This design comes from an exercise in tuning for small area, a short achievable clock period and few clock cycles per item on the open sky130 flow, not from production work. RTL that was checked went through simulation tests only; none was proved equivalent to the original. The RTL of run 6 was laid out without a check of its function.

### flow/run.sh
#!/bin/bash
# synth_recipe.tcl (not shown) runs the flow's synth.tcl, then flattens the netlist and writes it again
# the make line also repeats each setting of config.mk as NAME=value (left out here)
make -C /OpenROAD-flow-scripts/flow DESIGN_CONFIG=/design/flow/config.mk WORK_HOME=/design/flow/orfs CLKGATE_MAP_FILE= SYNTH_SCRIPT=/design/flow/synth_recipe.tcl finish
### flow/config.mk
export PLATFORM = sky130hd
export DESIGN_NAME = SVD
export DESIGN_NICKNAME = SVD
export VERILOG_FILES = /design/flow/design.v
export SDC_FILE = /design/flow/constraint.sdc
export NUM_CORES = 4
export LEC_CHECK = 0
export CAP_MARGIN = 20
export CORE_MARGIN = 2
export CORE_UTILIZATION = 40
export GPL_TIMING_DRIVEN = 0
export SETUP_SLACK_MARGIN = 3.2
export SLEW_MARGIN = 20
### flow/constraint.sdc
create_clock -name core_clock -period 8.0 [get_ports {clk}]
set_input_delay 1.6000 -clock core_clock [delete_from_list [all_inputs] [get_ports {clk}]]
set_output_delay 1.6000 -clock core_clock [all_outputs]
set_load 0.01 [all_outputs]
### flow/design.v
`timescale 1ns/10ps
module SVD (
    clk,
    rst,
    we,
    oe,
    data_i,
    element_sel,
    ready,
    data_o_UV,
    data_o_S
);
input                clk;
input                rst;
input                we;
input                oe;
input         [1:0]  element_sel;
input         [4:0]  data_i;
output reg           ready;
output        [7:0]  data_o_UV;
output        [6:0]  data_o_S;
localparam IDLE = 2'd0;
localparam BUSY = 2'd1;
localparam OUT  = 2'd2;
reg  [1:0] st;
reg  [4:0] cnt;       
reg  [1:0] q;         
reg        kodd;      
reg        nf0, nf1;  
reg  [4:0] lo;        
reg  signed [17:0] R0, R1, R2, R3;
reg  signed [10:0] A0, A1, A2, A3;
reg  signed [10:0] B0, B1, B2, B3;
wire [4:0] cn = (st == IDLE) ? 5'd0 : (cnt == 5'd31) ? 5'd31 : cnt + 5'd1;
wire [4:0] jn = cn - 5'd7;
reg        rot, c7, sg, sn1, uvg, u27, u29;
reg  [3:0] sh, shn;    
always @(posedge clk or negedge rst) begin
    if (!rst) begin
        rot <= 1'b0; c7 <= 1'b0; sg <= 1'b0; sn1 <= 1'b0; uvg <= 1'b0; u27 <= 1'b0; u29 <= 1'b0;
        sh <= 4'd0; shn <= 4'hf;
    end else begin
        rot <= (cn >= 5'd7) & (cn <= 5'd26);
        c7  <= (st != OUT) & (cn == 5'd7);
        sh  <= jn[4:1];
        shn <= ~jn[4:1];
        sg  <= (cn >= 5'd27) & (cn <= 5'd30);
        sn1 <= (cn == 5'd29) | (cn == 5'd30);
        uvg <= (cn >= 5'd26) & (cn <= 5'd29);
        u27 <= (cn == 5'd27);
        u29 <= (cn == 5'd29);
    end
end
reg  nz;
always @(*) begin
    case (q)
        2'd0: nz = |R2;
        2'd1: nz = |R3;
        2'd2: nz = |R1;
        default: nz = |R0;
    endcase
end
wire en   = rot & nz;
reg  sa;
function [17:0] addsub18;
    input [17:0] x;
    input [17:0] y;
    input        sub;
    reg   [18:0] t;
    begin
        t = {x, 1'b1} + {y ^ {18{sub}}, sub};
        addsub18 = t[18:1];
    end
endfunction
function [10:0] addsub11;
    input [10:0] x;
    input [10:0] y;
    input        sub;
    reg   [11:0] t;
    begin
        t = {x, 1'b1} + {y ^ {11{sub}}, sub};
        addsub11 = t[11:1];
    end
endfunction
function [17:0] shr18;
    input [17:0] x;
    input [3:0]  n;
    reg   [17:0] f;
    begin
        f = $signed(x) >>> n[1:0];
        shr18 = n[3] ? {{8{f[17]}}, f[17:8]} : n[2] ? {{4{f[17]}}, f[17:4]} : f;
    end
endfunction
function [10:0] shr11;
    input [10:0] x;
    input [3:0]  n;
    reg   [10:0] f;
    begin
        f = $signed(x) >>> n[1:0];
        shr11 = n[3] ? {{8{f[10]}}, f[10:8]} : n[2] ? {{4{f[10]}}, f[10:4]} : f;
    end
endfunction
wire [17:0] y0_s = shr18(R2, sh);
wire [17:0] y2_s = shr18(R0, sh);
wire [17:0] y1_s = shr18(R3, sh);
wire [17:0] y3_s = shr18(R1, sh);
wire [17:0] a3v = {{2{data_i[4]}}, data_i[3:0], lo, 7'd0};
wire [17:0] y1 = c7 ? a3v : y1_s;
wire [17:0] x3 = c7 ? a3v : R3;
wire [17:0] s0 = en ? addsub18(R0, y0_s, sa) : R0;
wire [17:0] s2 = en ? addsub18(R2, y2_s, ~sa) : R2;
wire [17:0] s1 = en ? addsub18(R1, y1, sa) : R1;
wire [17:0] s3 = en ? addsub18(x3, y3_s, ~sa) : x3;
wire [3:0]  shu = ~shn;
wire [10:0] z0 = shr11(A1, shu);
wire [10:0] z1 = shr11(A0, shu);
wire [10:0] z2 = shr11(A3, shu);
wire [10:0] z3 = shr11(A2, shu);
wire [1:0] qn = q + 2'd1;
wire dn = (qn[0] ^ qn[1]) ? (s0[17] ^ s1[17]) : (s2[17] ^ s3[17]);
always @(posedge clk) sa <= dn ^ qn[1];
wire [10:0] u0 = en ? addsub11(A0, z0, sa) : A0;
wire [10:0] u1 = en ? addsub11(A1, z1, ~sa) : A1;
wire [10:0] u2 = en ? addsub11(A2, z2, sa) : A2;
wire [10:0] u3 = en ? addsub11(A3, z3, ~sa) : A3;
function [17:0] gainS;
    input [17:0] x;
    input        neg;
    reg   [26:0] xs;
    reg   [26:0] t;
    begin
        xs = {{9{x[17]}}, x};
        t = (xs << 8) - (xs << 6) - (xs << 2) - {17'd0, neg, 9'd0};
        gainS = t[26:9] ^ {18{neg}};
    end
endfunction
function [10:0] gainUV;
    input [10:0] x;
    input        neg;
    reg   [19:0] xs;
    reg   [19:0] t;
    begin
        xs = {{9{x[10]}}, x};
        t = (xs << 8) + (xs << 6) - (xs << 4) + (xs << 2) + xs - {10'd0, neg, 9'd0};
        gainUV = t[19:9] ^ {11{neg}};
    end
endfunction
wire sgain  = sg;
wire uvgain = uvg;
wire uvn0   = (u27 & nf0) | (u29 & nf1);
always @(posedge clk or negedge rst) begin
    if (!rst) begin
        st    <= IDLE;
        cnt   <= 5'd0;
        q     <= 2'd0;
        ready <= 1'b1;
        kodd  <= 1'b0;
    end else begin
        q <= (st == IDLE) ? 2'd1 : q + 2'd1;
        case (st)
            IDLE: begin
                cnt <= 5'd0;
                if (we) st <= BUSY;
            end
            BUSY: begin
                if (cnt != 5'd31) cnt <= cnt + 5'd1;
                if (cnt == 5'd0) ready <= 1'b0;
                if (cnt == 5'd28) ready <= 1'b1;
                kodd <= 1'b1;
                if (oe && cnt >= 5'd30) st <= OUT;
            end
            OUT: begin
                if (cnt != 5'd31) cnt <= cnt + 5'd1;
                kodd <= ~kodd;
                if (!kodd && element_sel == 2'd3) st <= IDLE;
            end
            default: st <= IDLE;
        endcase
    end
end
wire load = (st == BUSY) & ~cnt[4] & ~cnt[3];
wire [17:0] ldv = {{2{data_i[4]}}, data_i[3:0], lo, 7'd0};
wire ldR2 = load & (cnt[2:0] == 3'd1);
wire ldR3 = load & cnt[0] & (cnt[2] ^ cnt[1]);
wire ldI  = load & (cnt[2:0] == 3'd6);
always @(posedge clk) begin
    if (load & ~cnt[0]) lo <= data_i;
    if (uvg & ~u27 & ~u29 & ~sg) begin
        nf0 <= s2[17];
        nf1 <= s1[17];
    end
    R0 <= s2;
    R1 <= sgain ? gainS(R0, sn1 ? nf1 : nf0) : s0;
    R2 <= ldR2 ? ldv : s3;
    R3 <= ldR3 ? ldv : s1;
    if (ldI) begin
        A0 <= 11'd512; A1 <= 11'd0; A2 <= 11'd0; A3 <= 11'd512;
        B0 <= 11'd512; B1 <= 11'd0; B2 <= 11'd0; B3 <= 11'd512;
    end else begin
        A0 <= uvgain ? gainUV(B0, uvn0) : B0;
        A1 <= B1;
        A2 <= uvgain ? gainUV(B2, uvn0) : B2;
        A3 <= B3;
        B0 <= u1; B1 <= u0; B2 <= u3; B3 <= u2;
    end
end
wire [1:0] qx = (st == IDLE) ? 2'd1 : q + 2'd1;
wire       kn = (st == BUSY) ? 1'b1 : (st == OUT) ? ~kodd : kodd;
wire bkn = kn ? qx[0] : ~qx[0];
wire swn = kn ? (qx[0] ^ qx[1]) : qx[1];
reg [1:0] qs0, qs1, qs2, qs3, us0, us1, us2, us3;
always @(posedge clk) begin
    qs0 <= qx;
    qs1 <= qx + 2'd1;
    qs2 <= qx + 2'd3;
    qs3 <= qx + 2'd2;
    us0 <= {bkn, swn};
    us1 <= {bkn, ~swn};
    us2 <= {~bkn, swn};
    us3 <= {~bkn, ~swn};
end
wire outen = (st == OUT);
wire [6:0] H0 = {7{outen}} & (kodd ? R0[10:4] : R0[17:11]);
wire [6:0] H1 = {7{outen}} & (kodd ? R1[10:4] : R1[17:11]);
wire [6:0] H2 = {7{outen}} & (kodd ? R2[10:4] : R2[17:11]);
wire [6:0] H3 = {7{outen}} & (kodd ? R3[10:4] : R3[17:11]);
function [6:0] hp;
    input [1:0] p;
    input [6:0] h0, h1, h2, h3;
    case (p)
        2'd0: hp = h0;
        2'd1: hp = h1;
        2'd2: hp = h3;
        default: hp = h2;
    endcase
endfunction
wire [6:0] BS0 = hp(qs0, H0, H1, H2, H3);
wire [6:0] BS1 = hp(qs1, H0, H1, H2, H3);
wire [6:0] BS2 = hp(qs2, H0, H1, H2, H3);
wire [6:0] BS3 = hp(qs3, H0, H1, H2, H3);
function [7:0] uvb;
    input [1:0]  sel;
    input        en;
    input [10:0] v0, v1, v2, v3;
    reg   [10:0] v;
    begin
        case (sel)
            2'd0: v = v0;
            2'd1: v = v1;
            2'd2: v = v2;
            default: v = v3;
        endcase
        uvb = {8{en}} & v[10:3];
    end
endfunction
wire [7:0] BU0 = uvb(us0, outen, A0, A1, B0, B1);
wire [7:0] BU1 = uvb(us1, outen, A0, A1, B0, B1);
wire [7:0] BU2 = uvb(us2, outen, B2, B3, A2, A3);
wire [7:0] BU3 = uvb(us3, outen, B2, B3, A2, A3);
reg [6:0] os;
reg [7:0] ou;
always @(*) begin
    case (element_sel)
        2'd0: begin os = BS0; ou = BU0; end
        2'd1: begin os = BS1; ou = BU1; end
        2'd2: begin os = BS2; ou = BU2; end
        default: begin os = BS3; ou = BU3; end
    endcase
end
assign data_o_S  = os;
assign data_o_UV = ou;
endmodule
==> results of run 1 <==
## cell type report
cell class                 count  area, sq um  area share
multi-input combinational   2470        19900       0.697
sequential                   204         4300       0.151
buffer                       169         1110      0.0388
inverter                     231          875      0.0306
clock inverter                18          201     0.00706
timing repair buffer          58          489      0.0171
clock buffer                  26          608      0.0213
tap                          846         1060      0.0371
## state kept, by name (all words and copies together), names as in the netlist, 4 cells and up
| register | flops |
|---|---|
| B2 | 11 |
| B1 | 11 |
| A1 | 11 |
| R2 | 18 |
| shn | 4 |
| A2 | 11 |
| A3 | 11 |
| sh | 4 |
| cnt | 5 |
| R0 | 18 |
| B3 | 11 |
| R1 | 18 |
| lo | 5 |
| B0 | 11 |
| R3 | 18 |
| A0 | 11 |
## logic make-up after synthesis
kind of cell,count (synthesis)
and+or+nand+nor,819
buffers and inverters,400
AOI/OAI and AO/OA,752
adders and majority gates,327
DFF,204
xor gates and xnor gates,297
muxes,275
## layer usage
layer  track usage  vias to the layer above  routed length [um]
met1         0.372                    11400               39900
met3        0.0547                      294                8840
li1              -                    11000                   -
met5             0                        -                   0
met4         0.155                        0                6180
met2         0.447                     1202               41600
## worst reg2reg max path: stages (launching register included)
cell and delay [ps]:
sky130_fd_sc_hd__dfxtp_2 480, sky130_fd_sc_hd__buf_4 290, sky130_fd_sc_hd__buf_6 270, sky130_fd_sc_hd__clkbuf_8 290, sky130_fd_sc_hd__clkdlybuf4s18_2 590, sky130_fd_sc_hd__xnor2_1 150, sky130_fd_sc_hd__ha_1 400, sky130_fd_sc_hd__o2111ai_2 190
sky130_fd_sc_hd__a311oi_2 350, sky130_fd_sc_hd__o21ai_2 150, sky130_fd_sc_hd__a2111oi_4 290, sky130_fd_sc_hd__buf_4 200, sky130_fd_sc_hd__o21ai_1 90, sky130_fd_sc_hd__nor3b_4 170, sky130_fd_sc_hd__xnor2_2 280, sky130_fd_sc_hd__xnor3_1 300
sky130_fd_sc_hd__mux2i_1 200, sky130_fd_sc_hd__nor3b_2 60
## timing repair
item                                    in CTS  in global routing
endpoints found under the setup margin     127                 44
cloned                                       0                  0
hold endpoints to repair                     0                  0
resized for setup                          209                152
setup buffers                                9                 24
pin swaps                                    9                 32
## placed cells by master, fill, tap and decap left out, types with 25 or more instances in the layout
| cell type | instances |
|---|---|
| sky130_fd_sc_hd__fa_1 | 64 |
| sky130_fd_sc_hd__clkbuf_1 | 68 |
| sky130_fd_sc_hd__a211oi_1 | 37 |
| sky130_fd_sc_hd__o21ai_1 | 42 |
| sky130_fd_sc_hd__a21o_1 | 50 |
| sky130_fd_sc_hd__mux2i_1 | 124 |
| sky130_fd_sc_hd__xor2_1 | 47 |
| sky130_fd_sc_hd__nand3_1 | 39 |
| sky130_fd_sc_hd__dfxtp_1 | 163 |
| sky130_fd_sc_hd__o21ai_0 | 162 |
| sky130_fd_sc_hd__nor2b_1 | 47 |
| sky130_fd_sc_hd__buf_4 | 36 |
| sky130_fd_sc_hd__xnor2_1 | 247 |
| sky130_fd_sc_hd__inv_1 | 229 |
| sky130_fd_sc_hd__and2_1 | 39 |
| sky130_fd_sc_hd__nand2_1 | 287 |
| sky130_fd_sc_hd__nand2b_1 | 25 |
| sky130_fd_sc_hd__mux2_2 | 37 |
| sky130_fd_sc_hd__nor2_1 | 236 |
| sky130_fd_sc_hd__ha_1 | 260 |
| sky130_fd_sc_hd__clkbuf_16 | 26 |
| sky130_fd_sc_hd__a21oi_1 | 261 |
| sky130_fd_sc_hd__clkbuf_2 | 29 |
| sky130_fd_sc_hd__mux4_2 | 92 |
| sky130_fd_sc_hd__nor3_1 | 41 |
## cells in the mapped netlist (23+ instances only)
master and count:
sky130_fd_sc_hd__nand3_1 39, sky130_fd_sc_hd__nand2_1 287, sky130_fd_sc_hd__o21bai_1 25, sky130_fd_sc_hd__a21o_1 50, sky130_fd_sc_hd__nand2b_1 25, sky130_fd_sc_hd__mux2_2 38
sky130_fd_sc_hd__dfxtp_1 171, sky130_fd_sc_hd__clkbuf_1 120, sky130_fd_sc_hd__fa_1 64, sky130_fd_sc_hd__nor2_1 237, sky130_fd_sc_hd__inv_1 231, sky130_fd_sc_hd__mux2i_1 141
sky130_fd_sc_hd__nor2b_1 47, sky130_fd_sc_hd__a21oi_1 278, sky130_fd_sc_hd__o21ai_0 195, sky130_fd_sc_hd__nor3_1 42, sky130_fd_sc_hd__mux4_2 92, sky130_fd_sc_hd__a31oi_1 23
sky130_fd_sc_hd__ha_1 263, sky130_fd_sc_hd__a211oi_1 39, sky130_fd_sc_hd__xnor2_1 249, sky130_fd_sc_hd__xor2_1 47, sky130_fd_sc_hd__and2_1 39, sky130_fd_sc_hd__buf_1 41
## per-stage QoR
| step | setup slack (ps) | utilization | hold WS (ps) |
|---|---|---|---|
| after floorplan | 3220 | - | 406 |
| after global placement | 924 | 0.424 | 407 |
| after detailed placement | 977 | 0.424 | 411 |
| after CTS | 3110 | 0.446 | 417 |
| after global routing | 3060 | 0.454 | 434 |
| final | 3140 | 0.454 | 416 |
## worst paths after layout
kind / slack [ps] / end / cells after the start / startpoint
worst max-delay path: 3140 / sa / 17 / sa
worst min-delay path: 420 / A3[1] / 1 / B3[1]
worst max register to register: 3140 / sa / 17 / sa
worst min register to register: 420 / A3[1] / 1 / B3[1]
max in group asynchronous: 6480 / sh[3] / 1 / rst
min in group asynchronous: 1060 / sh[1] / 1 / rst
==> parameters.txt, run 1 <==
Parameter                              Value

Logic synthesis
  Number of warning messages in the yosys log ... 1
  Top FF cell, synth ... sky130_fd_sc_hd__dfxtp_1
  Cell type with the largest total area after synthesis ... sky130_fd_sc_hd__dfxtp_1
  Post-synthesis sequential element count ... 204
  Number of cells produced by synthesis ... 3074
  Syn_nets ... 3412
  Post-synth cell types ... 84
  EDFF count, synth ... 7
  Combinational family with the most area after synthesis ... adder cells
  Share of the synthesized area in the top cell type ... 0.135
  Adder-cell share of the synthesized area ... 0.180
  Seq/Total Area, Yosys ... 0.169
  Cell area after synthesis ... 0.0253 sq mm
  Post-synthesis share of cell area spent on and, or, nand and nor gates ... 0.150
  Fraction of the mapped netlist area in compound gates ... 0.179
  Largest cells by area after synthesis ... sky130_fd_sc_hd__dfxtp_1, sky130_fd_sc_hd__ha_1, sky130_fd_sc_hd__xnor2_1, sky130_fd_sc_hd__mux4_2, sky130_fd_sc_hd__mux2i_1
  Mux cell area share after synthesis ... 0.158
  Average footprint of a synthesized cell ... 8.24 sq um
  FFs w/ async S/R, synth ... 0.127
  Post-Synth XOR/XNOR Area ... 0.103

Finish
  Post-route cell area ... 0.0285 sq mm
  Ant. Diodes ... 0
  Fraction of layout instances using a drive strength above 1 ... 0.128
  Total Nets Final ... 3496
  Post-Layout Cell Count ... 4022
  Area added between synthesis and finish ... 12.7%
  Fill cell count ... 6386

Die
  Initial Util ... 0.403
  Area of the core ... 0.0629 sq mm
  Overall die width ... 256 um
  I/O pin cnt ... 27
  Chip Height ... 256 um
  Die area ... 0.0654 sq mm
  Rows ... 92

Placed design
  Global placement routability congestion ... 1.06
  Cell area reported after detailed placement ... 0.0267 sq mm
  Cell total after placement ... 3945
  IO buf count ... 25
  Total half-perimeter wirelength after legalization and detailed placement ... 74500 um

STA
  Final Max Tran Viols ... 0
  Number of failing hold endpoints at the final stage ... 0
  Sum Neg Setup Slack ... 0 ps
  Final worst-path cycle share ... 0.608
  Final number of setup-violating endpoints ... 0
  Maximum clock rate ... 0.206 GHz
  Slew at the pin closest to its max-slew limit ... 1220 ps
  Relative max-transition margin ... 0.186
  Clock tree skew after final layout ... 14.8 ps
  Time the worst path needs with I/O delays and setup ... 4860 ps
  Setup repair after global routing missed its margin ... true

Critical path
  Crit path buffers/inverters ... 5
  Type of element launching the critical path ... flop
  Largest stage delay on the critical path ... 590 ps
  Critical path cell sequence ... buf_4, buf_6, clkbuf_8, clkdlybuf4s18_2, xnor2_1, ha_1, o2111ai_2, a311oi_2, o21ai_2, a2111oi_4, buf_4, o21ai_1, nor3b_4, xnor2_2, xnor3_1, mux2i_1, nor3b_2
  Category of the worst setup path capture point ... flop
  CP Data Required Time ... 8460 ps
  Peak fanout along the critical path ... 10
  Critical Path Slowest Stage Cell ... sky130_fd_sc_hd__clkdlybuf4s18_2
  Most common cell on crit path ... sky130_fd_sc_hd__buf_4
  WS Path Type ... reg2reg
  Dominant delay contributor by cell family on the critical path ... buffers and inverters
  CP Data Arrival Time ... 5320 ps

Drt
  DRT iter0 DRCs ... 2768
  First drt pass iteration count ... 6
  Number of remaining DRC errors ... 0
  Wire length per cell after detailed routing ... 24.0 um
  Total Routed Length ... 96500 um
  Total via count in the routed design ... 23900
  Post-route antenna net violation count ... 0
  Vias per std cell ... 5.94

GRT
  Wire length of the first global-routing pass ... 143000 um
  Number of antenna violations at the first check in global routing ... 0
  GRT Util Overall ... 0.286
  Via count of the first global-routing pass ... 22800
  Maximum number of pins on one net before global-route repair ... 27
  Sum of overflow across all layers after global routing ... 0

Clock tree
  CTS Root Buffer Type ... sky130_fd_sc_hd__clkbuf_16
  CTS HTree Levels ... 1
  Clock Path Buffers ... 3
  Worst-skew pair later-pin latency ... 580 ps
  Total clock buffers created by CTS ... 24
  Clock tree from TritonCTS ... yes
  Clock slew seen by the registers of the worst setup and hold paths ... 70 ps
  Quantity of hold-fixing buffers added after cts ... 0
  Sink count of the clock tree ... 204

Outcome
  Status ... complete, no violations

Run
  Max-cap violations ... 0

Hold path
  Worst hold path type ... reg2reg
Testbench counts, summed over its fixed seeds: cycles 7,680, items 192.
==> run 2: changes to the inputs <==
--- a/flow/config.mk
+++ b/flow/config.mk
@@ -9,4 +9,3 @@
 export CORE_MARGIN = 2
-export CORE_UTILIZATION = 40
-export GPL_TIMING_DRIVEN = 0
+export CORE_UTILIZATION = 50
 export SETUP_SLACK_MARGIN = 3.2
==> run 2 against run 1 <==
  * Core utilization increased by 10 points
  * Still clean on timing, DRC and antenna
  * Critical path type is now reg2out
  * Via count down 4.8%
  * Final area fell by 2.4%
  * Sequential share of layout area grew 0.49 points
  * Worst hold slack improved by 8.4 ps
  * Fmax increased by 2.0%
==> parameters.txt, run 2 <==
Parameter                              Value

Hold path
  Launch instance of the worst min-delay path ... B3[1]
  Sink of the worst hold path ... A3[1]
  Worst hold path type ... reg2reg
  Cell count of the worst hold path ... 1 (unchanged)

Clock tree
  Worst-skew pair later-pin latency ... 580 ps (about the same)
  Clock tree from TritonCTS ... yes
  CTS HTree Levels ... 1 (unchanged)
  Total clock buffers created by CTS ... 26 (+8.3%)
  Quantity of hold-fixing buffers added after cts ... 0 (unchanged)
  Sink count of the clock tree ... 204 (unchanged)
  Clock slew seen by the registers of the worst setup and hold paths ... 60 ps (about the same)
  Clock Path Buffers ... 3 (unchanged)
  CTS Root Buffer Type ... sky130_fd_sc_hd__clkbuf_16

Drt
  Vias per std cell ... 6.11 (+3.0%)
  DRT iter0 DRCs ... 1921 (-31%)
  Post-route antenna net violation count ... 0 (unchanged)
  Number of remaining DRC errors ... 0 (unchanged)
  Total via count in the routed design ... 22700 (-4.8%)
  First drt pass iteration count ... 6 (unchanged)
  Wire length per cell after detailed routing ... 22.0 um (-8.5%)
  Total Routed Length ... 81700 um (-15%)

GRT
  Via count of the first global-routing pass ... 22100 (-3.0%)
  Number of antenna violations at the first check in global routing ... 1 (+1)
  Maximum number of pins on one net before global-route repair ... 88 (+230%)
  Wire length of the first global-routing pass ... 127000 um (-11%)
  GRT Util Overall ... 0.305 (+0.0188)
  Sum of overflow across all layers after global routing ... 0 (unchanged)

Finish
  Area added between synthesis and finish ... 9.92%
  Ant. Diodes ... 0 (unchanged)
  Most frequent standard cell in the layout excluding fill and tap cells ... sky130_fd_sc_hd__nand2_1
  Fraction of layout instances using a drive strength above 1 ... 0.119 (-0.00874)
  Total Nets Final ... 3366 (-3.7%)
  Most frequent cells in the layout ... sky130_fd_sc_hd__nand2_1, sky130_fd_sc_hd__a21oi_1, sky130_fd_sc_hd__ha_1
  Final core area utilization ... 0.556 (+0.102)

Logic synthesis
  Number of cells produced by synthesis ... 3074 (unchanged)
  Cell area after synthesis ... 0.0253 sq mm (unchanged)
  Seq/Total Area, Yosys ... 0.169 (unchanged)
  Share of the synthesized area in the top cell type ... 0.135 (unchanged)
  Adder-cell share of the synthesized area ... 0.180 (unchanged)
  EDFF count, synth ... 7 (unchanged)
  Post-Synth XOR/XNOR Area ... 0.103 (unchanged)
  Largest cells by area after synthesis ... sky130_fd_sc_hd__dfxtp_1, sky130_fd_sc_hd__ha_1, sky130_fd_sc_hd__xnor2_1, sky130_fd_sc_hd__mux4_2, sky130_fd_sc_hd__mux2i_1
  Post-synth cell types ... 84 (unchanged)
  Combinational family with the most area after synthesis ... adder cells
  Syn_nets ... 3412 (unchanged)
  Mux cell area share after synthesis ... 0.158 (unchanged)
  FFs w/ async S/R, synth ... 0.127 (unchanged)
  Most numerous cell in the Yosys netlist ... sky130_fd_sc_hd__nand2_1
  Post-synthesis sequential element count ... 204 (unchanged)
  Fraction of the mapped netlist area in compound gates ... 0.179 (unchanged)
  Average footprint of a synthesized cell ... 8.24 sq um (unchanged)
  Number of warning messages in the yosys log ... 1 (unchanged)
  Post-synthesis share of cell area spent on and, or, nand and nor gates ... 0.150 (unchanged)
  Top post-synthesis cells by count ... sky130_fd_sc_hd__nand2_1, sky130_fd_sc_hd__a21oi_1, sky130_fd_sc_hd__ha_1
  Top FF cell, synth ... sky130_fd_sc_hd__dfxtp_1
  Cell type with the largest total area after synthesis ... sky130_fd_sc_hd__dfxtp_1

Placed design
  Total half-perimeter wirelength after legalization and detailed placement ... 59000 um (-21%)
  Global placement routability congestion ... 0.942 (-11%)
  IO buf count ... 26 (+4.0%)

STA
  Slew at the pin closest to its max-slew limit ... 862 ps (-359 ps)
  Relative max-transition margin ... 0.424 (+0.238)
  Final Max Tran Viols ... 0 (unchanged)
  Clock tree skew after final layout ... 41.1 ps (+26.3 ps)
  Setup repair after global routing missed its margin ... true
  Time the worst path needs with I/O delays and setup ... 4770 ps (-94.2 ps)
  Maximum clock rate ... 0.210 GHz (+2.0%)
  Final number of setup-violating endpoints ... 0 (unchanged)
  Number of failing hold endpoints at the final stage ... 0 (unchanged)
  Final worst-path cycle share ... 0.596 (-0.0118)
  Sum Neg Setup Slack ... 0 ps (unchanged)

Critical path
  CP Data Arrival Time ... 3170 ps (-2150 ps)
  Beginning of the worst register-to-register path ... sh[1]
  Category of the worst setup path capture point ... output pin
  Worst R2R Setup Slack ... 3350 ps (+210 ps)
  Endpoint of the worst-slack reg-to-reg timing path ... R3[16]
  R2R cell count ... 19 (+2)
  Type of element launching the critical path ... flop
  WS Path Type ... reg2out
  Peak fanout along the critical path ... 8 (-2)
  CP Data Required Time ... 6400 ps (-2060 ps)

Die
  Chip Height ... 229 um (-10%)
  Overall die width ... 229 um (-10%)
  I/O pin cnt ... 27 (unchanged)
  Initial Util ... 0.506 (+0.103)
  Area of the core ... 0.0501 sq mm (-20%)
  Die area ... 0.0525 sq mm (-20%)
  Rows ... 82 (-11%)

Run
  Max-cap violations ... 0 (unchanged)

Outcome
  Status ... complete, no violations
## run 2: cell counts after synthesis
Identical to the previous run, type by type.
## run 2: logic make-up after synthesis
group | Yosys count
flops | 204
compound gates | 752
buf+inv | 400
mux | 275
fa+ha+maj | 327
simple gates | 819
xor+xnor | 297
## run 2: how the worst max path moves through the flow
stage                        end  slack (ps)      startpoint
floorplan                 B3[10]        3220          shn[1]
global placement    data_o_UV[0]        2200  element_sel[0]
detailed placement        R3[16]        2160           sh[0]
CTS                       R2[16]        3190           sh[1]
global route         data_o_S[2]        3150            kodd
finish               data_o_S[4]        3230            kodd
## run 2: routing by layer
layer  routed length, um  vias up  GRT usage
met5                   0        -          0
met4                3870        0      0.130
met3                4910      238     0.0436
met2               37900      813      0.508
met1               35000    10900      0.394
li1                    -    10700          -
## run 2: area by class of cell
| cell class | instances | area (sq um) |
|---|---|---|
| clock inverters | 16 | 229 |
| repair buffers | 94 | 1020 |
| multi-input cells | 2470 | 19800 |
| clock buffers | 32 | 724 |
| inverters | 231 | 876 |
| fillers | 4794 | 22200 |
| well taps | 672 | 841 |
| repair inverters | 1 | 7.51 |
| flip-flops and latches | 204 | 4330 |
## run 2: repair_timing
item	4_1_cts	5_1_grt
setup endpoints to repair	60	41
gates cloned	2	4
buffers inserted	20	18
resized for setup	76	100
pin swaps	0	10
## run 2: through the flow
step	hold WS [ps]	cells	instance area [sq um]	worst slack, ps
after floorplan	406	3074	25300	3220
after global placement	410	3628	26000	2200
after detailed placement	411	3628	26000	2160
after CTS	426	3698	27400	3190
after global routing	443	3720	27800	3150
final	424	3720	27800	3230
## run 2: worst max-delay path, cell delays in order, from the launching register on
cell and delay, ps:
sky130_fd_sc_hd__dfrtp_2 530, sky130_fd_sc_hd__buf_12 200, sky130_fd_sc_hd__mux2i_2 270, sky130_fd_sc_hd__nor2b_1 110
sky130_fd_sc_hd__mux4_2 480, sky130_fd_sc_hd__mux4_2 500, sky130_fd_sc_hd__clkdlybuf4s50_1 500
==> run 3: changes to the inputs <==
--- a/flow/config.mk
+++ b/flow/config.mk
@@ -7,6 +7,6 @@
 export LEC_CHECK = 0
-export CAP_MARGIN = 20
+export CAP_MARGIN = 0
 export CORE_MARGIN = 2
-export CORE_UTILIZATION = 50
+export CORE_UTILIZATION = 40
 export SETUP_SLACK_MARGIN = 3.2
-export SLEW_MARGIN = 20
+export SLEW_MARGIN = 0
==> run 3 against run 2 <==
  * Still clean
  * Global-route usage decreased by 7.4 points
  * Flip-flop and latch count unchanged
  * Non-clock buffer count is 12 lower
  * First-iteration DRC count shrank 7.2%
  * Register-to-register slack is essentially flat
  * Synthesized area stayed put
  * Core utilization down 11 points
  * Fmax rose by 0.23%
  * Clock skew fell by 25 ps
==> parameters.txt, run 3 <==
Parameter                              Value

Outcome
  Status ... complete, no violations

Clock tree
  Clock Path Buffers ... 3 (unchanged)
  Sink count of the clock tree ... 204 (unchanged)
  CTS Root Buffer Type ... sky130_fd_sc_hd__clkbuf_16
  Total clock buffers created by CTS ... 25 (-3.8%)
  Clock slew seen by the registers of the worst setup and hold paths ... 60 ps (about the same)
  Worst-skew pair later-pin latency ... 560 ps (-20 ps)
  CTS HTree Levels ... 1 (unchanged)
  Clock tree from TritonCTS ... yes

Finish
  Most frequent cells in the layout ... sky130_fd_sc_hd__nand2_1, sky130_fd_sc_hd__a21oi_1, sky130_fd_sc_hd__ha_1
  Area added between synthesis and finish ... 9.55%
  Ant. Diodes ... 0 (unchanged)
  Post-route cell area ... 0.0278 sq mm (-0.34%)
  Total Nets Final ... 3352 (-0.42%)
  Most frequent standard cell in the layout excluding fill and tap cells ... sky130_fd_sc_hd__nand2_1
  Fraction of layout instances using a drive strength above 1 ... 0.105 (-0.0142)

Critical path
  Type of element launching the critical path ... flop
  WS Path Type ... reg2out
  Category of the worst setup path capture point ... output pin
  Worst R2R Setup Slack ... 3360 ps (about the same)
  R2R cell count ... 18 (-1)
  Peak fanout along the critical path ... 26 (+18)
  Beginning of the worst register-to-register path ... sh[1]
  CP Data Arrival Time ... 3160 ps (about the same)
  CP Data Required Time ... 6400 ps (about the same)
  Worst Setup SP ... kodd

Die
  Chip Height ... 256 um (+12%)
  Rows ... 92 (+12%)
  I/O pin cnt ... 27 (unchanged)
  Overall die width ... 256 um (+12%)
  Area of the core ... 0.0629 sq mm (+26%)
  Die area ... 0.0654 sq mm (+25%)
  Initial Util ... 0.403 (-0.103)

GRT
  Number of antenna violations at the first check in global routing ... 0 (-1)
  GRT Util Overall ... 0.231 (-0.0738)
  Via count of the first global-routing pass ... 21300 (-3.8%)
  Sum of overflow across all layers after global routing ... 0 (unchanged)
  Maximum number of pins on one net before global-route repair ... 90 (+2.3%)
  Wire length of the first global-routing pass ... 122000 um (-4.2%)

Drt
  Number of remaining DRC errors ... 0 (unchanged)
  Total Routed Length ... 77500 um (-5.2%)
  Post-route antenna net violation count ... 0 (unchanged)
  Wire length per cell after detailed routing ... 20.0 um (-9.1%)
  First drt pass iteration count ... 6 (unchanged)
  Total via count in the routed design ... 22100 (-2.9%)
  DRT iter0 DRCs ... 1782 (-7.2%)
  Vias per std cell ... 5.69 (-6.9%)

Logic synthesis
  Top post-synthesis cells by count ... sky130_fd_sc_hd__nand2_1, sky130_fd_sc_hd__a21oi_1, sky130_fd_sc_hd__ha_1
  Post-synth cell types ... 84 (unchanged)
  Top FF cell, synth ... sky130_fd_sc_hd__dfxtp_1
  Largest cells by area after synthesis ... sky130_fd_sc_hd__dfxtp_1, sky130_fd_sc_hd__ha_1, sky130_fd_sc_hd__xnor2_1, sky130_fd_sc_hd__mux4_2, sky130_fd_sc_hd__mux2i_1
  Number of warning messages in the yosys log ... 1 (unchanged)
  EDFF count, synth ... 7 (unchanged)
  Average footprint of a synthesized cell ... 8.24 sq um (unchanged)
  Share of the synthesized area in the top cell type ... 0.135 (unchanged)
  Cell area after synthesis ... 0.0253 sq mm (unchanged)
  Number of cells produced by synthesis ... 3074 (unchanged)
  Syn_nets ... 3412 (unchanged)
  Cell type with the largest total area after synthesis ... sky130_fd_sc_hd__dfxtp_1
  Most numerous cell in the Yosys netlist ... sky130_fd_sc_hd__nand2_1
  FFs w/ async S/R, synth ... 0.127 (unchanged)
  Seq/Total Area, Yosys ... 0.169 (unchanged)
  Post-synthesis sequential element count ... 204 (unchanged)

Placed design
  IO buf count ... 26 (unchanged)
  Cell area reported after detailed placement ... 0.0262 sq mm (+0.91%)
  Global placement routability congestion ... 0.939 (-0.33%)
  Total half-perimeter wirelength after legalization and detailed placement ... 55700 um (-5.5%)

Hold path
  Worst hold path type ... reg2reg
  Launch instance of the worst min-delay path ... B1[1]
  Cell count of the worst hold path ... 1 (unchanged)

STA
  Final worst-path cycle share ... 0.595 (-0.00138)
  Clock tree skew after final layout ... 15.7 ps (-25.4 ps)
  Final Max Tran Viols ... 0 (unchanged)
  Setup repair after global routing missed its margin ... true
  Final number of setup-violating endpoints ... 0 (unchanged)
  Sum Neg Setup Slack ... 0 ps (unchanged)
  Number of failing hold endpoints at the final stage ... 0 (unchanged)
  Time the worst path needs with I/O delays and setup ... 4760 ps (-11.1 ps)
  Maximum clock rate ... 0.210 GHz (+0.23%)
  Relative max-transition margin ... 0.349 (-0.0749)
  Worst hold slack ... 425 ps (+0.751 ps)
  Slew at the pin closest to its max-slew limit ... 977 ps (+115 ps)

Run
  Max-cap violations ... 0 (unchanged)
[run 3: cell counts after synthesis]
Identical to the previous run, type by type.
[run 3: through the flow]
| step | utilization | std cells | setup WS [ps] |
|---|---|---|---|
| floorplan | - | 3074 | 3220 |
| global placement | 0.418 | 3803 | 2260 |
| detailed placement | 0.418 | 3803 | 2250 |
| CTS | 0.436 | 3860 | 3200 |
| global route | 0.442 | 3878 | 3180 |
| finish | 0.442 | 3878 | 3240 |
[run 3: routing by layer]
layer	wire length, um	track usage	up-vias
li1	-	-	10700
met1	35200	0.317	10600
met2	35700	0.382	677
met3	4350	0.0283	124
met4	2230	0.0622	0
met5	0	0	-
[run 3: repair_timing]
action	in CTS	in global routing
endpoints found under the setup margin	47	40
pin swaps	0	11
hold buffers	0	0
setup buffers	10	16
cloned	2	2
resized for setup	64	75
[run 3: cell families (layout without fill, tap and decap cells)]
group | count (synthesis) | count (layout) | share of synthesized area
AOI/OAI and AO/OA | 752 | 752 | 0.179
xor gates and xnor gates | 297 | 297 | 0.103
adders and majority gates | 327 | 327 | 0.180
DFF | 204 | 204 | 0.169
buffers and inverters | 400 | 358 | 0.0606
muxes | 275 | 275 | 0.158
and+or+nand+nor | 819 | 819 | 0.150
[run 3: critical path, cell delays in order, from the launching register on]
cell and delay [ps]:
sky130_fd_sc_hd__dfrtp_2 390, sky130_fd_sc_hd__buf_12 230, sky130_fd_sc_hd__mux2i_2 380, sky130_fd_sc_hd__nor2b_1 140
sky130_fd_sc_hd__mux4_2 470, sky130_fd_sc_hd__mux4_2 470, sky130_fd_sc_hd__clkdlybuf4s50_1 490
[run 3: worst paths after layout]
check / endpoint
max: data_o_S[3]
min: A1[1]
max reg2reg: R3[16]
min reg2reg: A1[1]
max in group asynchronous: sh[3]
min in group asynchronous: st[1]
[run 3: cell type report]
class	count	area [sq um]
timing repair buffer	82	920
sequential	204	4330
inverter	231	876
tap	846	1060
clock buffer	34	689
multi-input combinational	2470	19700
fill	6385	35100
clock inverter	11	144
==> run 4: changes to the inputs <==
--- a/flow/config.mk
+++ b/flow/config.mk
@@ -7,6 +7,7 @@
 export LEC_CHECK = 0
-export CAP_MARGIN = 0
+export CAP_MARGIN = 20
 export CORE_MARGIN = 2
 export CORE_UTILIZATION = 40
-export SETUP_SLACK_MARGIN = 3.2
-export SLEW_MARGIN = 0
+export SETUP_SLACK_MARGIN = 3.4
+export SLEW_MARGIN = 20
+export TNS_END_PERCENT = 10
==> run 4 against run 3 <==
  * Final cell count is 0.13% higher
  * Critical path depth stayed put
  * Routed wire length is 1.2% lower
  * Register-to-register slack hardly changed
  * Synthesized cell count stayed put
  * Global-route usage is 0.30 points lower
  * Critical endpoint is now data_o_S[5]
  * Largest cell class unchanged
==> parameters.txt, run 4 <==
Parameter                              Value

Logic synthesis
  Top post-synthesis cells by count ... sky130_fd_sc_hd__nand2_1, sky130_fd_sc_hd__a21oi_1, sky130_fd_sc_hd__ha_1
  EDFF count, synth ... 7 (unchanged)
  Share of the synthesized area in the top cell type ... 0.135 (unchanged)
  Syn_nets ... 3412 (unchanged)
  Largest cells by area after synthesis ... sky130_fd_sc_hd__dfxtp_1, sky130_fd_sc_hd__ha_1, sky130_fd_sc_hd__xnor2_1, sky130_fd_sc_hd__mux4_2, sky130_fd_sc_hd__mux2i_1
  Top FF cell, synth ... sky130_fd_sc_hd__dfxtp_1
  Post-synth cell types ... 84 (unchanged)
  Post-synthesis sequential element count ... 204 (unchanged)
  Seq/Total Area, Yosys ... 0.169 (unchanged)
  FFs w/ async S/R, synth ... 0.127 (unchanged)
  Number of warning messages in the yosys log ... 1 (unchanged)
  Number of cells produced by synthesis ... 3074 (unchanged)
  Average footprint of a synthesized cell ... 8.24 sq um (unchanged)
  Cell area after synthesis ... 0.0253 sq mm (unchanged)
  Cell type with the largest total area after synthesis ... sky130_fd_sc_hd__dfxtp_1
  Most numerous cell in the Yosys netlist ... sky130_fd_sc_hd__nand2_1

Drt
  Number of remaining DRC errors ... 0 (unchanged)
  Post-route antenna net violation count ... 0 (unchanged)
  Total Routed Length ... 76600 um (-1.2%)
  Total via count in the routed design ... 22000 (-0.18%)
  Vias per std cell ... 5.67 (-0.31%)
  Wire length per cell after detailed routing ... 19.7 um (-1.3%)
  First drt pass iteration count ... 5 (-1)
  DRT iter0 DRCs ... 1624 (-8.9%)

GRT
  Met1 track demand over resource ... 0.314 (-0.00327)
  GRT Util Overall ... 0.228 (-0.00300)
  Via count of the first global-routing pass ... 21200 (-0.31%)
  Busiest grt layer ... met2
  Met3 track utilization from global routing ... 0.0303 (+0.00198)
  Sum of overflow across all layers after global routing ... 0 (unchanged)
  Wire length of the first global-routing pass ... 120000 um (-1.0%)
  Number of antenna violations at the first check in global routing ... 1 (+1)
  Maximum number of pins on one net before global-route repair ... 83 (-7.8%)
  Met2 Track Usage GR ... 0.371 (-0.0109)

Clock tree
  Clock Path Buffers ... 3 (unchanged)
  Quantity of hold-fixing buffers added after cts ... 0 (unchanged)
  Sink count of the clock tree ... 204 (unchanged)
  Clock tree from TritonCTS ... yes
  CTS Root Buffer Type ... sky130_fd_sc_hd__clkbuf_16
  CTS HTree Levels ... 1 (unchanged)
  Clock slew seen by the registers of the worst setup and hold paths ... 60 ps (about the same)
  Worst-skew pair later-pin latency ... 590 ps (+30 ps)
  Total clock buffers created by CTS ... 26 (+4.0%)

Die
  Initial Util ... 0.403 (unchanged)
  Chip Height ... 256 um (unchanged)
  Area of the core ... 0.0629 sq mm (unchanged)
  Rows ... 92 (unchanged)
  Overall die width ... 256 um (unchanged)
  I/O pin cnt ... 27 (unchanged)
  Die area ... 0.0654 sq mm (unchanged)

Finish
  Area added between synthesis and finish ... 10.2%
  Ant. Diodes ... 0 (unchanged)
  Most frequent standard cell in the layout excluding fill and tap cells ... sky130_fd_sc_hd__nand2_1
  Final core area utilization ... 0.444 (+0.00273)
  Most frequent cells in the layout ... sky130_fd_sc_hd__nand2_1, sky130_fd_sc_hd__a21oi_1, sky130_fd_sc_hd__ha_1
  Post-route cell area ... 0.0279 sq mm (+0.62%)
  Fraction of layout instances using a drive strength above 1 ... 0.114 (+0.00872)
  Total Nets Final ... 3355 (+0.089%)

Outcome
  Status ... complete, no violations

Placed design
  Cell area reported after detailed placement ... 0.0262 sq mm (about the same)
  IO buf count ... 26 (unchanged)
  Total half-perimeter wirelength after legalization and detailed placement ... 55600 um (-0.19%)
  Global placement routability congestion ... 0.958 (+2.1%)

STA
  Maximum clock rate ... 0.210 GHz (-0.27%)
  Setup repair after global routing missed its margin ... true
  Clock tree skew after final layout ... 52.5 ps (+36.8 ps)
  Time the worst path needs with I/O delays and setup ... 4770 ps (+12.8 ps)
  Sum Neg Setup Slack ... 0 ps (unchanged)
  Final worst-path cycle share ... 0.596 (+0.00160)
  Slew at the pin closest to its max-slew limit ... 924 ps (-53.2 ps)
  Final Max Tran Viols ... 0 (unchanged)
  Relative max-transition margin ... 0.384 (+0.0355)
  Final number of setup-violating endpoints ... 0 (unchanged)
  Number of failing hold endpoints at the final stage ... 0 (unchanged)

Critical path
  Worst R2R Setup Slack ... 3350 ps (about the same)
  Peak fanout along the critical path ... 9 (-65%)
  CP Data Arrival Time ... 3170 ps (about the same)
  Type of element launching the critical path ... flop
  Category of the worst setup path capture point ... output pin
  WS Path Type ... reg2out
  CP Data Required Time ... 6400 ps (about the same)

Run
  Max-cap violations ... 0 (unchanged)

Hold path
  Worst hold path type ... reg2reg
run 4: cell counts after synthesis:
No cell type changed its count.
run 4: worst paths after layout:
| path | endpoint | from | cells past startpoint |
|---|---|---|---|
| max reg2reg | R3[16] | sh[1] | 20 |
| min | A3[1] | B3[1] | 1 |
| max | data_o_S[5] | kodd | 6 |
| max in group asynchronous | shn[3] | rst | 2 |
| min reg2reg | A3[1] | B3[1] | 1 |
| min in group asynchronous | sh[1] | rst | 2 |
run 4: logic make-up (layout without fill, tap and decap cells):
logic type	count (synthesis)	in the layout	synth area share
simple gates	819	819	0.150
compound gates	752	752	0.179
buf+inv	400	363	0.0606
fa+ha+maj	327	327	0.180
xor+xnor	297	297	0.103
mux	275	275	0.158
flops	204	204	0.169
run 4: area by class of cell:
type	count	area (sq um)
clock buffer	31	721
sequential	204	4330
inverter	231	870
timing repair buffer	84	918
tap	846	1060
fill	6307	34900
clock inverter	17	234
multi-input combinational	2470	19800
run 4: worst max-delay path, stage by stage (launching register included):
cell and delay [ps]:
sky130_fd_sc_hd__dfrtp_4 530, sky130_fd_sc_hd__buf_12 180, sky130_fd_sc_hd__mux2i_1 230, sky130_fd_sc_hd__mux4_2 530, sky130_fd_sc_hd__mux4_2 470, sky130_fd_sc_hd__nor2b_1 120, sky130_fd_sc_hd__clkdlybuf4s50_1 550
run 4: metrics by stage:
stage | hold WS [ps] | cells | setup WS, ps
after detailed placement | 412 | 3801 | 2370
after CTS | 428 | 3874 | 3210
final | 427 | 3883 | 3230
after global routing | 447 | 3883 | 3140
after floorplan | 406 | 3074 | 3300
after global placement | 411 | 3801 | 2390
run 4: repair_timing:
action / CTS / global route
pin swaps: 1 / 11
buffers inserted: 23 / 9
gates resized for setup: 90 / 69
cloned: 2 / 0
setup endpoints to repair: 62 / 59
run 4: routing by layer:
layer | wire length, um | vias to the layer above
met2 | 34700 | 729
met3 | 4880 | 139
met1 | 34600 | 10500
met4 | 2370 | 0
met5 | 0 | -
li1 | - | 10700
==> run 5: changes to the inputs <==
--- a/flow/design.v
+++ b/flow/design.v
@@ -167,3 +167,3 @@
                 if (cnt == 5'd0) ready <= 1'b0;
-                if (cnt == 5'd28) ready <= 1'b1;
+                if (cnt == 5'd28) ready <= 1'b1;    
                 kodd <= 1'b1;
--- a/flow/config.mk
+++ b/flow/config.mk
@@ -10,4 +10,3 @@
 export CORE_UTILIZATION = 40
-export SETUP_SLACK_MARGIN = 3.4
+export SETUP_SLACK_MARGIN = 3.2
 export SLEW_MARGIN = 20
-export TNS_END_PERCENT = 10
==> run 5 against run 4 <==
  * Final cell count down 0.13%
  * Non-clock buffer count down 2
  * Setup slack better by 13 ps
  * Routed wire length up 1.2%
  * Sequential share of layout area up 0.078 points
==> parameters.txt, run 5 <==
Parameter                              Value

Logic synthesis
  FFs w/ async S/R, synth ... 0.127 (unchanged)
  Adder-cell share of the synthesized area ... 0.180 (unchanged)
  Top post-synthesis cells by count ... sky130_fd_sc_hd__nand2_1, sky130_fd_sc_hd__a21oi_1, sky130_fd_sc_hd__ha_1
  Seq/Total Area, Yosys ... 0.169 (unchanged)
  Post-synthesis share of cell area spent on and, or, nand and nor gates ... 0.150 (unchanged)
  Mux cell area share after synthesis ... 0.158 (unchanged)
  Number of warning messages in the yosys log ... 1 (unchanged)
  Average footprint of a synthesized cell ... 8.24 sq um (unchanged)
  Number of cells produced by synthesis ... 3074 (unchanged)
  Cell type with the largest total area after synthesis ... sky130_fd_sc_hd__dfxtp_1
  Combinational family with the most area after synthesis ... adder cells
  Syn_nets ... 3412 (unchanged)
  EDFF count, synth ... 7 (unchanged)
  Cell area after synthesis ... 0.0253 sq mm (unchanged)
  Post-synthesis sequential element count ... 204 (unchanged)
  Largest cells by area after synthesis ... sky130_fd_sc_hd__dfxtp_1, sky130_fd_sc_hd__ha_1, sky130_fd_sc_hd__xnor2_1, sky130_fd_sc_hd__mux4_2, sky130_fd_sc_hd__mux2i_1
  Fraction of the mapped netlist area in compound gates ... 0.179 (unchanged)
  Most numerous cell in the Yosys netlist ... sky130_fd_sc_hd__nand2_1
  Share of the synthesized area in the top cell type ... 0.135 (unchanged)
  Post-Synth XOR/XNOR Area ... 0.103 (unchanged)
  Top FF cell, synth ... sky130_fd_sc_hd__dfxtp_1
  Post-synth cell types ... 84 (unchanged)

Clock tree
  Worst-skew pair later-pin latency ... 560 ps (-30 ps)
  Sink count of the clock tree ... 204 (unchanged)
  Clock Path Buffers ... 3 (unchanged)
  Quantity of hold-fixing buffers added after cts ... 0 (unchanged)
  CTS HTree Levels ... 1 (unchanged)
  Total clock buffers created by CTS ... 25 (-3.8%)
  Clock tree from TritonCTS ... yes
  Clock slew seen by the registers of the worst setup and hold paths ... 60 ps (about the same)
  CTS Root Buffer Type ... sky130_fd_sc_hd__clkbuf_16

Outcome
  Status ... complete, no violations

STA
  Final setup margin ... 3240 ps (+12.8 ps)
  Time the worst path needs with I/O delays and setup ... 4760 ps (-12.8 ps)
  Worst hold slack ... 425 ps (-1.88 ps)
  Final number of setup-violating endpoints ... 0 (unchanged)
  Final worst-path cycle share ... 0.595 (-0.00160)
  Setup repair after global routing missed its margin ... true
  Clock tree skew after final layout ... 15.7 ps (-36.8 ps)
  Relative max-transition margin ... 0.349 (-0.0355)
  Maximum clock rate ... 0.210 GHz (+0.27%)
  Sum Neg Setup Slack ... 0 ps (unchanged)
  Final Max Tran Viols ... 0 (unchanged)
  Number of failing hold endpoints at the final stage ... 0 (unchanged)
  Slew at the pin closest to its max-slew limit ... 977 ps (+53.2 ps)

Finish
  Most frequent cells in the layout ... sky130_fd_sc_hd__nand2_1, sky130_fd_sc_hd__a21oi_1, sky130_fd_sc_hd__ha_1
  Most frequent standard cell in the layout excluding fill and tap cells ... sky130_fd_sc_hd__nand2_1
  Area added between synthesis and finish ... 9.55%
  Combined flip-flop and latch cell area ... 0.00433 sq mm (-0.12%)
  Fill cell count ... 6385 (+1.2%)
  Total area of multi-input combinational cells ... 0.0197 sq mm (-0.27%)
  Fraction of layout instances using a drive strength above 1 ... 0.105 (-0.00872)
  Ant. Diodes ... 0 (unchanged)
  Total Nets Final ... 3352 (-0.089%)
  Post-Layout Cell Count ... 3878 (-0.13%)

Critical path
  Most common cell on crit path ... sky130_fd_sc_hd__mux4_2
  WS Path Type ... reg2out
  Peak fanout along the critical path ... 26 (+17)
  Category of the worst setup path capture point ... output pin
  Critical path cell sequence ... buf_12, mux2i_2, nor2b_1, mux4_2, mux4_2, clkdlybuf4s50_1
  Largest stage delay on the critical path ... 490 ps (-60 ps)
  CP Data Required Time ... 6400 ps (about the same)
  Dominant delay contributor by cell family on the critical path ... multiplexers
  CP Data Arrival Time ... 3160 ps (about the same)
  Crit path buffers/inverters ... 2 (unchanged)
  Critical Path Slowest Stage Cell ... sky130_fd_sc_hd__clkdlybuf4s50_1
  Type of element launching the critical path ... flop

Die
  Die area ... 0.0654 sq mm (unchanged)
  Overall die width ... 256 um (unchanged)
  I/O pin cnt ... 27 (unchanged)
  Rows ... 92 (unchanged)
  Chip Height ... 256 um (unchanged)
  Initial Util ... 0.403 (unchanged)
  Area of the core ... 0.0629 sq mm (unchanged)

GRT
  Maximum number of pins on one net before global-route repair ... 90 (+8.4%)
  Via count of the first global-routing pass ... 21300 (+0.32%)
  Number of antenna violations at the first check in global routing ... 0 (-1)
  GRT Util Overall ... 0.231 (+0.00300)
  Sum of overflow across all layers after global routing ... 0 (unchanged)
  Wire length of the first global-routing pass ... 122000 um (+1.0%)

Drt
  Vias per std cell ... 5.69 (+0.31%)
  Number of remaining DRC errors ... 0 (unchanged)
  Total via count in the routed design ... 22100 (+0.18%)
  Total Routed Length ... 77500 um (+1.2%)
  First drt pass iteration count ... 6 (+1)
  Post-route antenna net violation count ... 0 (unchanged)
  DRT iter0 DRCs ... 1782 (+9.7%)
  Wire length per cell after detailed routing ... 20.0 um (+1.3%)

Placed design
  Global placement routability congestion ... 0.939 (-2.0%)
  Cell total after placement ... 3803 (+0.053%)
  Post-Place Setup Slack ... 2250 ps (-124 ps)
  Total half-perimeter wirelength after legalization and detailed placement ... 55700 um (+0.19%)
  IO buf count ... 26 (unchanged)

Run
  Max-cap violations ... 0 (unchanged)

Hold path
  Worst hold path type ... reg2reg
==> run 5: kinds of logic after synthesis <==
| logic type | Yosys count |
|---|---|
| AO/OA/AOI/OAI | 752 |
| buffers and inverters | 400 |
| multiplexers | 275 |
| AND/OR/NAND/NOR | 819 |
| adder cells (fa/ha/maj) | 327 |
| flip-flops | 204 |
| XOR/XNOR | 297 |
==> run 5: area by class of cell <==
class                      count  share of cell area
clock buffer                  34              0.0248
tap                          846              0.0381
multi-input combinational   2470               0.711
sequential                   204               0.156
timing repair buffer          82              0.0331
inverter                     231              0.0316
clock inverter                11             0.00518
==> run 5: per-layer routing <==
| layer | vias to the layer above | track usage | share of wire |
|---|---|---|---|
| met2 | 677 | 0.382 | 0.46 |
| met1 | 10600 | 0.317 | 0.45 |
| li1 | 10700 | - | - |
| met4 | 0 | 0.0622 | 0.029 |
| met5 | - | 0 | 0 |
| met3 | 124 | 0.0283 | 0.056 |
==> run 5: path summary, 6_finish.rpt <==
path | startpoint | end | slack, ps | depth (start not counted)
setup / recovery | kodd | data_o_S[3] | 3240 | 6
setup reg to reg | sh[1] | R3[16] | 3360 | 18
hold / removal | B1[1] | A1[1] | 420 | 1
hold reg to reg | B1[1] | A1[1] | 420 | 1
max in group asynchronous | rst | sh[3] | 6220 | 2
min in group asynchronous | rst | st[1] | 1450 | 2
==> run 5: repair_timing <==
action / in CTS / in global routing
cloned: 2 / 2
pin swaps: 0 / 11
endpoints found under the setup margin: 47 / 40
buffers inserted: 10 / 16
resized for setup: 64 / 75
==> run 5: metrics by stage <==
step	util	instance area, sq um
floorplan	-	25300
global route	0.442	27800
finish	0.442	27800
global placement	0.418	26200
detailed placement	0.418	26200
CTS	0.436	27400
Testbench counts of run 5, summed over its fixed seeds: cycles 7,680, items 192.
==> run 6: changes to the inputs <==
--- a/flow/design.v
+++ b/flow/design.v
@@ -167,3 +167,3 @@
                 if (cnt == 5'd0) ready <= 1'b0;
-                if (cnt == 5'd28) ready <= 1'b1;    
+                if (cnt == 5'd28) ready <= 1'b1;
                 kodd <= 1'b1;
@@ -259,14 +259,24 @@
 wire [7:0] BU3 = uvb(us3, outen, B2, B3, A2, A3);
-reg [6:0] os;
-reg [7:0] ou;
+SVD_omux omux (
+    .sel(element_sel),
+    .s0(BS0), .s1(BS1), .s2(BS2), .s3(BS3),
+    .u0(BU0), .u1(BU1), .u2(BU2), .u3(BU3),
+    .os(data_o_S), .ou(data_o_UV)
+);
+endmodule
+module SVD_omux (
+    input      [1:0] sel,
+    input      [6:0] s0, s1, s2, s3,
+    input      [7:0] u0, u1, u2, u3,
+    output reg [6:0] os,
+    output reg [7:0] ou
+);
 always @(*) begin
-    case (element_sel)
-        2'd0: begin os = BS0; ou = BU0; end
-        2'd1: begin os = BS1; ou = BU1; end
-        2'd2: begin os = BS2; ou = BU2; end
-        default: begin os = BS3; ou = BU3; end
+    case (sel)
+        2'd0: begin os = s0; ou = u0; end
+        2'd1: begin os = s1; ou = u1; end
+        2'd2: begin os = s2; ou = u2; end
+        default: begin os = s3; ou = u3; end
     endcase
 end
-assign data_o_S  = os;
-assign data_o_UV = ou;
 endmodule
--- a/flow/config.mk
+++ b/flow/config.mk
@@ -10,3 +10,4 @@
 export CORE_UTILIZATION = 40
-export SETUP_SLACK_MARGIN = 3.2
+export SETUP_SLACK_MARGIN = 3.4
 export SLEW_MARGIN = 20
+export SYNTH_HIERARCHICAL = 1
==> run 6 against run 5 <==
  * Synthesized area increased by 0.70%
  * Synthesized cell count down 0.72%
  * Register-to-register slack better by 130 ps
  * Routed wire length up 0.61%
  * Non-clock buffer count increased by 36
  * Die area grew 0.69%
  * Clock skew about the same
  * Critical path type unchanged
==> parameters.txt, run 6 <==
Parameter                              Value

Logic synthesis
  Combinational family with the most area after synthesis ... adder cells
  Number of cells produced by synthesis ... 3052 (-0.72%)
  Number of warning messages in the yosys log ... 8 (+7)
  Mux cell area share after synthesis ... 0.171 (+0.0138)
  Average footprint of a synthesized cell ... 8.36 sq um (+1.4%)
  Top FF cell, synth ... sky130_fd_sc_hd__dfxtp_1
  Seq/Total Area, Yosys ... 0.168 (-0.00117)
  Post-synth cell types ... 76 (-9.5%)
  Most numerous cell in the Yosys netlist ... sky130_fd_sc_hd__a21oi_1
  Adder-cell share of the synthesized area ... 0.179 (-0.00125)
  Cell type with the largest total area after synthesis ... sky130_fd_sc_hd__dfxtp_1
  Fraction of the mapped netlist area in compound gates ... 0.173 (-0.00639)
  Largest cells by area after synthesis ... sky130_fd_sc_hd__dfxtp_1, sky130_fd_sc_hd__ha_1, sky130_fd_sc_hd__mux4_2, sky130_fd_sc_hd__xnor2_1, sky130_fd_sc_hd__mux2i_1
  Share of the synthesized area in the top cell type ... 0.134 (-0.000934)
  Post-synthesis share of cell area spent on and, or, nand and nor gates ... 0.145 (-0.00412)
  Post-Synth XOR/XNOR Area ... 0.0999 (-0.00331)
  EDFF count, synth ... 7 (unchanged)
  Cell area after synthesis ... 0.0255 sq mm (+0.70%)
  Syn_nets ... 3390 (-0.64%)
  Post-synthesis sequential element count ... 204 (unchanged)
  FFs w/ async S/R, synth ... 0.127 (unchanged)
  Top post-synthesis cells by count ... sky130_fd_sc_hd__a21oi_1, sky130_fd_sc_hd__nand2_1, sky130_fd_sc_hd__ha_1

STA
  Maximum clock rate ... 0.217 GHz (+3.2%)
  Final Max Tran Viols ... 0 (unchanged)
  Final worst-path cycle share ... 0.576 (-0.0186)
  Time the worst path needs with I/O delays and setup ... 4610 ps (-149 ps)
  Relative max-transition margin ... 0.386 (+0.0377)
  Number of failing hold endpoints at the final stage ... 0 (unchanged)
  Clock tree skew after final layout ... 15.9 ps (+0.267 ps)
  Sum Neg Setup Slack ... 0 ps (unchanged)
  Final number of setup-violating endpoints ... 0 (unchanged)
  Setup repair after global routing missed its margin ... true
  Slew at the pin closest to its max-slew limit ... 920 ps (-56.5 ps)

GRT
  GRT Util Overall ... 0.229 (-0.00202)
  Sum of overflow across all layers after global routing ... 0 (unchanged)
  Met3 track utilization from global routing ... 0.0276 (-0.000742)
  Maximum number of pins on one net before global-route repair ... 79 (-12%)
  Number of antenna violations at the first check in global routing ... 0 (unchanged)
  Wire length of the first global-routing pass ... 121000 um (-0.82%)
  Met2 Track Usage GR ... 0.371 (-0.0111)
  Via count of the first global-routing pass ... 21000 (-1.5%)
  Busiest grt layer ... met2
  Met1 track demand over resource ... 0.316 (-0.00115)

Die
  Die area ... 0.0658 sq mm (+0.69%)
  Rows ... 92 (unchanged)
  Initial Util ... 0.404 (+0.00133)
  Overall die width ... 257 um (+0.34%)
  I/O pin cnt ... 27 (unchanged)
  Area of the core ... 0.0631 sq mm (+0.37%)
  Chip Height ... 257 um (+0.34%)

Drt
  Total Routed Length ... 78000 um (+0.61%)
  DRT iter0 DRCs ... 1901 (+6.7%)
  Post-route antenna net violation count ... 0 (unchanged)
  Vias per std cell ... 5.72 (+0.47%)
  Number of remaining DRC errors ... 0 (unchanged)
  First drt pass iteration count ... 6 (unchanged)
  Wire length per cell after detailed routing ... 20.1 um (+0.38%)
  Total via count in the routed design ... 22200 (+0.71%)

Finish
  Total Nets Final ... 3362 (+0.30%)
  Post-Layout Cell Count ... 3887 (+0.23%)
  Area added between synthesis and finish ... 12.5%
  Ant. Diodes ... 0 (unchanged)
  Fill cell count ... 6261 (-1.9%)
  Fraction of layout instances using a drive strength above 1 ... 0.146 (+0.0408)
  Most frequent cells in the layout ... sky130_fd_sc_hd__nand2_1, sky130_fd_sc_hd__a21oi_1, sky130_fd_sc_hd__ha_1
  Post-route cell area ... 0.0287 sq mm (+3.4%)
  Final core area utilization ... 0.455 (+0.0135)
  Most frequent standard cell in the layout excluding fill and tap cells ... sky130_fd_sc_hd__nand2_1

Critical path
  CP Data Arrival Time ... 3010 ps (-150 ps)
  Most common cell on crit path ... sky130_fd_sc_hd__mux4_2
  Largest stage delay on the critical path ... 520 ps (+30 ps)
  Peak fanout along the critical path ... 7 (-73%)
  Critical Path Slowest Stage Cell ... sky130_fd_sc_hd__dfrtp_4
  Type of element launching the critical path ... flop
  CP Data Required Time ... 6400 ps (about the same)
  WS Path Type ... reg2out
  Category of the worst setup path capture point ... output pin
  Critical path cell sequence ... buf_12, mux2i_2, nor2b_1, mux4_2, mux4_2, dlygate4sd2_1

Run
  Max-cap violations ... 0 (unchanged)

Placed design
  Global placement routability congestion ... 0.885 (-5.7%)
  Cell area reported after detailed placement ... 0.0264 sq mm (+0.45%)
  Cell total after placement ... 3777 (-0.68%)
  IO buf count ... 26 (unchanged)
  Total half-perimeter wirelength after legalization and detailed placement ... 54600 um (-2.0%)

Clock tree
  Worst-skew pair later-pin latency ... 570 ps (about the same)
  Clock Path Buffers ... 3 (unchanged)
  Clock slew seen by the registers of the worst setup and hold paths ... 60 ps (about the same)
  CTS Root Buffer Type ... sky130_fd_sc_hd__clkbuf_16
  Total clock buffers created by CTS ... 24 (-4.0%)
  CTS HTree Levels ... 1 (unchanged)
  Clock tree from TritonCTS ... yes
  Sink count of the clock tree ... 204 (unchanged)

Hold path
  Worst hold path type ... reg2reg

Outcome
  Status ... complete, no violations
run 6: stage by stage:
| step | setup WS (ps) | hold slack (ps) |
|---|---|---|
| finish | 3390 | 427 |
| global route | 3320 | 446 |
| global placement | 2660 | 407 |
| floorplan | 3430 | 406 |
| CTS | 3290 | 425 |
| detailed placement | 2560 | 410 |
run 6: path summary, 6_finish.rpt:
kind / start / endpoint / slack [ps] / depth (start not counted)
hold / removal: B3[1] / A3[1] / 430 / 1
max in group asynchronous: rst / shn[3] / 6270 / 2
min in group asynchronous: rst / st[0] / 1400 / 2
setup reg to reg: shn[0] / B3[10] / 3490 / 20
setup / recovery: kodd / data_o_S[4] / 3390 / 6
hold reg to reg: B3[1] / A3[1] / 430 / 1
run 6: repair_timing:
item	in CTS	in global routing
endpoints found under the setup margin	55	38
resized for setup	120	160
buffers inserted	26	35
pin swaps	6	70
hold buffers	0	0
gates cloned	3	3
hold endpoints to repair	0	0
run 6: area by class of cell:
cell class              count  area, sq um  share of cell area
clock buffers              32          662              0.0231
multi-input cells        2437        20300               0.707
repair inverters            1         7.51            0.000262
inverters                 238          898              0.0313
flip-flops and latches    204         4340               0.151
repair buffers            118         1310              0.0456
clock inverters            11          153             0.00532
well taps                 846         1060              0.0369
run 6: modules after synthesis, one instance, submodules excluded:
module	flops+latches	area, sq um	times used
SVD	204	25100	1
SVD_omux	0	393	1
run 6: logic make-up after synthesis:
family / count (synthesis)
xor+xnor: 291
simple gates: 799
mux: 294
compound gates: 726
buf+inv: 411
fa+ha+maj: 327
flops: 204
run 6: layer usage:
metal / part of all wire / routed length, um
met1: 0.45 / 34800
met2: 0.45 / 35400
met3: 0.064 / 4980
met4: 0.035 / 2760
met5: 0 / 0
run 6: critical path, delay by kind of cell, from the launching register on:
kind                   cells  cell delay, ps
buffers and inverters      2             490
DFF                        1             520
muxes                      3            1280
and+or+nand+nor            1             140

[separate check: timing with driven ports]
Ports are ideal in the flow. The routed layouts listed here were re-timed in OpenROAD. Step 1 sets driving cells, clkbuf_16 on the clock port and buf_2 on the other inputs (assumed; they add their load-dependent delay and slew). Step 2 times the ports against the registers' clock, not the clock port: input delays grow and output delays shrink by t, the midpoint of the rising clock arrivals with the driver on. Slacks: ideal / step 1 / step 2; pairs: ideal / step 1.
| run | shift t [ns] | setup WS [ns] | worst hold slack (ns) | slew at the worst register clock pin (ns) |
|---|---|---|---|---|
| run 1 | 0.631 | 3.139 / 3.117 / 2.813 | 0.416 / 0.416 / 0.416 | 0.07 / 0.07 |
| run 2 | 0.621 | 3.233 / 3.171 / 2.962 | 0.424 / 0.424 / 0.424 | 0.07 / 0.07 |
| run 3 | 0.620 | 3.244 / 3.180 / 2.884 | 0.425 / 0.425 / 0.425 | 0.07 / 0.07 |
| run 4 | 0.628 | 3.231 / 3.168 / 3.100 | 0.427 / 0.427 / 0.427 | 0.07 / 0.07 |
| run 5 | 0.620 | 3.244 / 3.180 / 2.884 | 0.425 / 0.425 / 0.425 | 0.07 / 0.07 |
| run 6 | 0.623 | 3.392 / 3.333 / 3.014 | 0.427 / 0.427 / 0.427 | 0.07 / 0.07 |
After both steps every run listed still meets setup and hold. The setup slack of run 6, which loses most, moves by -0.059 ns with the drivers and by -0.378 ns with both steps.
